Source: an optimization exercise on an open RTL-to-GDS flow (aim: small area). Production flows keep margins and buffers that such runs may drop.
In this exercise RTL edits were held to simulation tests only and were not proved equivalent to the original.

**design/flow/run.sh**
```bash
#!/bin/bash
# synth_recipe.tcl (not shown) runs the flow's synth.tcl, then flattens the netlist and writes it again
# the make line also repeats each setting of config.mk as NAME=value (left out here)
make -C /OpenROAD-flow-scripts/flow DESIGN_CONFIG=/design/flow/config.mk WORK_HOME=/design/flow/orfs CLKGATE_MAP_FILE= SYNTH_SCRIPT=/design/flow/synth_recipe.tcl finish
```
**design/flow/config.mk**
```make
export PLATFORM = sky130hd
export DESIGN_NAME = rdcost_unit
export DESIGN_NICKNAME = rdcost_unit
export VERILOG_FILES = /design/flow/design.v
export SDC_FILE = /design/flow/constraint.sdc
export NUM_CORES = 4
export LEC_CHECK = 0
export CAP_MARGIN = 20
export CORE_MARGIN = 2
export CORE_UTILIZATION = 40
export SLEW_MARGIN = 20
```
**design/flow/constraint.sdc**
```tcl
create_clock -name core_clock -period 12.0 [get_ports {clk}]
set_input_delay 2.4000 -clock core_clock [delete_from_list [all_inputs] [get_ports {clk}]]
set_output_delay 2.4000 -clock core_clock [all_outputs]
set_load 0.01 [all_outputs]
```
**design/flow/design.v**
```verilog
`timescale 1ns / 1ps
module had4x4(
    input clk,
    input [31:0] cur_data0,
    input [31:0] cur_data1,
    input [31:0] cur_data2,
    input [31:0] cur_data3,
    input [31:0] ref_data0,
    input [31:0] ref_data1,
    input [31:0] ref_data2,
    input [31:0] ref_data3,
    output logic [15:0] had_4x4
    );
logic signed [8:0] diff [0:15];
logic signed [15:0] m1 [0:15];
logic signed [15:0] d1 [0:15];
logic signed [15:0] m2 [0:15];
logic signed [15:0] d2 [0:15];
logic [15:0] abs_d2 [0:15];
logic [15:0] tmp_had_4x4;
integer i;
logic [14:0] abs0;
logic [14:0] abs1;
logic [14:0] abs2;
logic [14:0] abs3;
logic [14:0] abs4;
always_comb
begin
    diff[0] = ref_data0[31:24] - cur_data0[31:24];
    diff[1] = ref_data0[23:16] - cur_data0[23:16];
    diff[2] = ref_data0[15:8] - cur_data0[15:8];
    diff[3] = ref_data0[7:0] - cur_data0[7:0];
    diff[4] = ref_data1[31:24] - cur_data1[31:24];
    diff[5] = ref_data1[23:16] - cur_data1[23:16];
    diff[6] = ref_data1[15:8] - cur_data1[15:8];
    diff[7] = ref_data1[7:0] - cur_data1[7:0];
    diff[8] = ref_data2[31:24] - cur_data2[31:24];
    diff[9] = ref_data2[23:16] - cur_data2[23:16];
    diff[10] = ref_data2[15:8] - cur_data2[15:8];
    diff[11] = ref_data2[7:0] - cur_data2[7:0];
    diff[12] = ref_data3[31:24] - cur_data3[31:24];
    diff[13] = ref_data3[23:16] - cur_data3[23:16];
    diff[14] = ref_data3[15:8] - cur_data3[15:8];
    diff[15] = ref_data3[7:0] - cur_data3[7:0];
end
always_comb
begin
  m1[ 0]= diff[ 0] + diff[12];
  m1[ 1]= diff[ 1] + diff[13];
  m1[ 2]= diff[ 2] + diff[14];
  m1[ 3]= diff[ 3] + diff[15];
  m1[ 4]= diff[ 4] + diff[ 8];
  m1[ 5]= diff[ 5] + diff[ 9];
  m1[ 6]= diff[ 6] + diff[10];
  m1[ 7]= diff[ 7] + diff[11];
  m1[ 8]= diff[ 4] - diff[ 8];
  m1[ 9]= diff[ 5] - diff[ 9];
  m1[10]= diff[ 6] - diff[10];
  m1[11]= diff[ 7] - diff[11];
  m1[12]= diff[ 0] - diff[12];
  m1[13]= diff[ 1] - diff[13];
  m1[14]= diff[ 2] - diff[14];
  m1[15]= diff[ 3] - diff[15];
end
always_comb
begin
  d1[ 0] = m1[ 0] + m1[ 4];
  d1[ 1] = m1[ 1] + m1[ 5];
  d1[ 2] = m1[ 2] + m1[ 6];
  d1[ 3] = m1[ 3] + m1[ 7];
  d1[ 4] = m1[ 8] + m1[12];
  d1[ 5] = m1[ 9] + m1[13];
  d1[ 6] = m1[10] + m1[14];
  d1[ 7] = m1[11] + m1[15];
  d1[ 8] = m1[ 0] - m1[ 4];
  d1[ 9] = m1[ 1] - m1[ 5];
  d1[10] = m1[ 2] - m1[ 6];
  d1[11] = m1[ 3] - m1[ 7];
  d1[12] = m1[12] - m1[ 8];
  d1[13] = m1[13] - m1[ 9];
  d1[14] = m1[14] - m1[10];
  d1[15] = m1[15] - m1[11];
end
always_ff @(posedge clk)
begin
  m2[ 0] <= d1[ 0] + d1[ 3];
  m2[ 1] <= d1[ 1] + d1[ 2];
  m2[ 2] <= d1[ 1] - d1[ 2];
  m2[ 3] <= d1[ 0] - d1[ 3];
  m2[ 4] <= d1[ 4] + d1[ 7];
  m2[ 5] <= d1[ 5] + d1[ 6];
  m2[ 6] <= d1[ 5] - d1[ 6];
  m2[ 7] <= d1[ 4] - d1[ 7];
  m2[ 8] <= d1[ 8] + d1[11];
  m2[ 9] <= d1[ 9] + d1[10];
  m2[10] <= d1[ 9] - d1[10];
  m2[11] <= d1[ 8] - d1[11];
  m2[12] <= d1[12] + d1[15];
  m2[13] <= d1[13] + d1[14];
  m2[14] <= d1[13] - d1[14];
  m2[15] <= d1[12] - d1[15];
end
always_comb
begin
  d2[ 0] = m2[ 0] + m2[ 1];
  d2[ 1] = m2[ 0] - m2[ 1];
  d2[ 2] = m2[ 2] + m2[ 3];
  d2[ 3] = m2[ 3] - m2[ 2];
  d2[ 4] = m2[ 4] + m2[ 5];
  d2[ 5] = m2[ 4] - m2[ 5];
  d2[ 6] = m2[ 6] + m2[ 7];
  d2[ 7] = m2[ 7] - m2[ 6];
  d2[ 8] = m2[ 8] + m2[ 9];
  d2[ 9] = m2[ 8] - m2[ 9];
  d2[10] = m2[10] + m2[11];
  d2[11] = m2[11] - m2[10];
  d2[12] = m2[12] + m2[13];
  d2[13] = m2[12] - m2[13];
  d2[14] = m2[14] + m2[15];
  d2[15] = m2[15] - m2[14];
end
always_ff @(posedge clk)
begin
  for(i = 0; i < 16; i++)
  begin
    if(d2[i] < 0)
    begin
        abs_d2[i] <= 0 - d2[i];
    end
    else
        abs_d2[i] <= d2[i];
  end
end
always_comb 
begin
    abs0 = abs_d2[1] + abs_d2[2] + abs_d2[3];
    abs1 = abs_d2[4] + abs_d2[5] + abs_d2[6];
    abs2 = abs_d2[7] + abs_d2[8] + abs_d2[9];
    abs3 = abs_d2[10]+ abs_d2[11] + abs_d2[12];
    abs4 = abs_d2[13] + abs_d2[14] + abs_d2[15];
    tmp_had_4x4 = (abs_d2[0] >> 2) + abs0 + abs1 + abs2 + abs3 + abs4;
end
always_ff @(posedge clk)
begin
    had_4x4 <= tmp_had_4x4 + 1 >> 1;
end    
endmodule
`timescale 1ns / 1ps
module rdcost_unit(
    input clk,
    input first,
    input start_cost,
    input last,
    input [20:0] bits,
    input [31:0] cur_data0,
    input [31:0] cur_data1,
    input [31:0] cur_data2,
    input [31:0] cur_data3,
    input [31:0] ref_data0,
    input [31:0] ref_data1,
    input [31:0] ref_data2,
    input [31:0] ref_data3,
    input [8:0] lamb,
    output logic [20:0] rdcost,
    output logic rdcost_done
    );
logic [21:0] ahad;
logic [15:0] ahad_4x4;
always_ff @(posedge clk)
begin
        rdcost_done <= 0;
        if(start_cost)
        begin
            if(last)
            begin
                rdcost_done <= 1;
                ahad <= ahad + ahad_4x4;
            end
            else if(first)
            begin
                ahad <= {6'd0, ahad_4x4};
            end
            else
                ahad <= ahad + ahad_4x4;
        end
        else
        begin
            ahad <= ahad;
        end
end
had4x4 had(
.clk(clk), .cur_data0(cur_data0), .cur_data1(cur_data1), .cur_data2(cur_data2), .cur_data3(cur_data3),
.ref_data0(ref_data0), .ref_data1(ref_data1), .ref_data2(ref_data2),.ref_data3(ref_data3),.had_4x4(ahad_4x4)
    );
always_comb
begin
    if(rdcost_done)
        rdcost = ahad + lamb * bits;
    else
        rdcost = 0;
end
endmodule
```
==> impl.org <==
** Outcome
- Outcome :: finished clean

** Yosys
- Async set-or-reset flop fraction in the synthesized netlist :: 0%
- Multiplexer area fraction after synthesis :: 0.3207%
- Dividing the synthesized area by the synthesized cell count gives 8.257 um2.
- Netlist area before placement :: 66320 um2
- After Yosys synthesis, and, or, nand and nor cells account for 12.81% of the synthesized area.
- Yosys printed 8 warnings.
- After synthesis the netlist holds a flip-flop and latch count of 514.
- Synthesized instance count :: 8032
- The biggest area contributor in the post-synthesis netlist is ha_1.
- Yosys mapped a number of flops with a built-in enable equal to 21.
- Of the total synthesized cell area, the portion taken by full adders, half adders and majority gates is 29.92%.
- By area the synthesized netlist is led by ha_1 (20%), dfxtp_1 (15%), fa_1 (10%), xnor2_1 (9.9%), inv_1 (6.5%).
- Portion of synthesized cell area occupied by the leading cell type :: 19.96%
- Most used standard cells in the synthesized netlist :: inv_1 (1147), ha_1 (1058), xnor2_1 (748), nor2_1 (604), a21oi_1 (582)
- After synthesis, the largest family of logic cells by area is adder cells.
- After Yosys synthesis, XOR and XNOR cells account for 14.63% of the synthesized area.
- Most used flip-flop cell after synthesis :: dfxtp_1
- Most numerous cell in the Yosys netlist :: inv_1
- Post-Syn Nets :: 9710
- Post-synthesis sequential area ratio :: 15.83%
- Summing the areas of all compound-gate instances in the mapped netlist gives 18.62% of the synthesized area.
- The synthesized netlist contains 97 unique library cells.

** Finish
- Synth-to-Final Area Change :: 10.51%
- Measured on the finished design, the core utilization comes to 44.47%.
- The net count of the finished layout is 9886.
- Count of filler cells inserted in the layout :: 16.42k
- FF/Latch Area :: 10500 um2
- The multi-input combinational cells in the finished layout cover a total of 50650 um2.
- Share of layout cells above drive strength 1 :: 2.339%

** Die
- From left edge to right edge, the die measures 411.2 um.
- Row generation in the floorplan step produced 149 rows.
- 312 I/O pins were placed.
- Overall die area :: 169100 um2
- Chip height :: 411.2 um
- The total area inside the core boundary comes to 164800 um2.
- Starting utilization of the core area :: 40.24%

** STA
- Fin crit share :: 96.28%
- Measured against its own limit, the worst slew margin works out to 19.66%.
- Final TNS setup :: 0 ns
- Final hold analysis gives a worst-case slack of 0.5362 ns.
- Fmax :: 86.56 MHz
- For the final database, setup skew stands at 0.02690 ns.
- Final Setup Violations :: 0
- For the pin with the worst max-slew slack, the measured transition is 1.195 ns.
- Final Max Slew Viols :: 0
- The number of endpoints with negative hold slack in the final report was 0.
- Setup repair after global routing left no endpoint under its margin.
- The worst path needs 11.55 ns of the cycle, external delays included.
- Worst-case setup margin in the final layout :: 0.4469 ns

** Setup path
- The critical path is of the in -> out type.
- Maximum fanout encountered on the critical timing path :: 13
- Arrival time of the worst setup path :: 9.15 ns
- For the worst setup path, the data required time is 9.60 ns.
- Element type at the critical path end :: primary output
- Critical path launch point type :: input port

** CTS
- Maximum clock path buffer count :: 3
- Number of sinks handled by clock tree synthesis :: 514
- Clk slew on worst S/H paths :: 0.06 ns
- # H-tree levels :: 2
- Quantity of gates resized following cts :: 0
- Number of post-CTS setup repair buffers :: 0
- Buffers inserted during clock tree synthesis total 56.
- Clock tree from TritonCTS :: built
- The clock reaches the later pin of the worst-skew pair after 0.66 ns.
- CTS placed an instance of clkbuf_16 at the clock tree root.
- Number of hold buffers added after cts :: 0

** Route
- For this run, the detailed router's first-pass iteration total came to 6.
- Via count normalized by instance count :: 5.169
- After detailed routing, the average wire length per cell comes to 18.73 um.
- For this run, design rule violations remaining after detail routing come to 0.
- Summed over all layers, the routed wires come to 195600 um.
- Antenna Nets Post-Route :: 0
- The routed layout has 53.97k vias.
- For this block, the initial DRC count from the detailed router was 3364.

** Global routing
- The first global-routing pass estimated 299400 um of wire.
- For this run, the total global-route usage over all layers was measured as 22.53%.
- The total overflow left after global routing is 0.
- The number of global-route vias before repair came to 52.53k.
- The number of antenna violations at the first check in global routing was 4.
- Largest net degree at the start of global routing :: 23

** Placed design
- Routability-driven placement finished with a final weighted congestion of 0.9637.
- Number of port buffers :: 311
- Worst slack at placement :: 0.4743 ns
- HPWL after detailed placement :: 173300 um

** Hold path
- Path category of the worst min-delay check :: reg -> reg

** Flow run
- Max-cap violations in this run came to 0.
==> layer usage <==
layer	GRT usage [%]	vias up	share of wire (%)	wire length, um
li1	-	27230	-	-
met1	29.30	25334	45	88610
met2	39.64	1191	48	93550
met3	1.885	210	3.7	7295
met4	6.372	0	3.1	6092
met5	0	-	0	0
==> kinds of logic after synthesis <==
family          count (synthesis)
xor+xnor                     1102
simple gates                 1777
buf+inv                      1353
flops                         514
mux                            20
fa+ha+maj                    1388
compound gates               1878
==> cell usage in the layout (no fill, tap or decap), types with 39 or more instances in the layout <==
cell type,n
inv_1,1147
ha_1,1058
xnor2_1,747
nor2_1,604
a21oi_1,582
dfxtp_1,493
nand2_1,361
xor2_1,349
fa_1,330
clkdlybuf4s50_1,310
o21ai_0,262
o21bai_1,252
nor3_1,193
a21o_1,177
nand3_1,95
nor2b_1,92
nand2b_1,91
and2_1,86
o31ai_1,78
a211oi_1,72
o21a_1,64
and3_1,61
a31oi_1,57
clkbuf_16,57
or3_1,48
o31a_1,39
==> sequential cells by signal, summed over array words and instances, names as in the netlist <==
name and count:
had.m2 248, rdcost_done 1, had.had_4x4 16, had.abs_d2 228, ahad 21
==> path summary, 6_finish.rpt <==
path	startpoint	cells past startpoint	slack, ns	end
max	lamb[2]	20	0.45	rdcost[20]
min	had.had_4x4[11]	2	0.54	ahad[11]
max reg2reg	had.abs_d2[12][0]	28	4.76	had.had_4x4[14]
min reg2reg	had.had_4x4[11]	2	0.54	ahad[11]
==> through the flow <==
step,cells,area [um2]
6_report,10441,73290
5_1_grt,10439,73290
4_1_cts,10439,73280
3_5_place_dp,10339,71380
3_3_place_gp,10339,71380
2_1_floorplan,8032,66320
==> area by class of cell <==
class	count	area share, %
clock inverters	29	0.5087
clock buffers	71	2.073
diodes	2	0.006829
repair buffers	323	4.364
flip-flops and latches	514	14.33
multi-input cells	6165	69.11
well taps	2189	3.737
inverters	1148	5.880
==> critical path: stages <==
cell,delay [ns]
clkdlybuf4s50_1,0.91
buf_4,0.28
nand2_1,0.09
fa_1,0.53
fa_1,0.54
fa_1,0.45
fa_1,0.55
inv_1,0.06
fa_1,0.45
ha_1,0.24
nor3_1,0.38
nor2b_1,0.09
a22oi_1,0.15
o21ai_0,0.20
o211a_1,0.28
a41o_1,0.26
o41ai_1,0.40
xnor2_1,0.18
nor2_1,0.14
clkdlybuf4s50_1,0.56

afterwards: timing with drivers on the ports:
In the flow no input, the clock included, has a driving cell. The finished layout below was timed again as built, in two steps.
Step 1 sets driving cells, clkbuf_16 on the clock port and buf_2 on the other inputs (assumed; they add their load-dependent delay and slew).
Step 2 adds t to the input delays and takes it off the output delays; t is the mean of the earliest and latest rising clock arrival at the registers after step 1. Input paths then give back, and output paths get back, about the clock's delay inside the block.
a / b / c = ideal / step 1 / step 2; a / b = the first two.
t, ns: 0.713
setup WS [ns]: 0.447 / 0.418 / 0.418
worst setup path at the end: input to output
slew at the worst register clock pin (ns): 0.07 / 0.07
pins driven straight from the clock port: 1
After both steps setup and hold are still met in this run. The setup slack of this run moves by -0.029 ns with the drivers and by -0.029 ns with both steps.
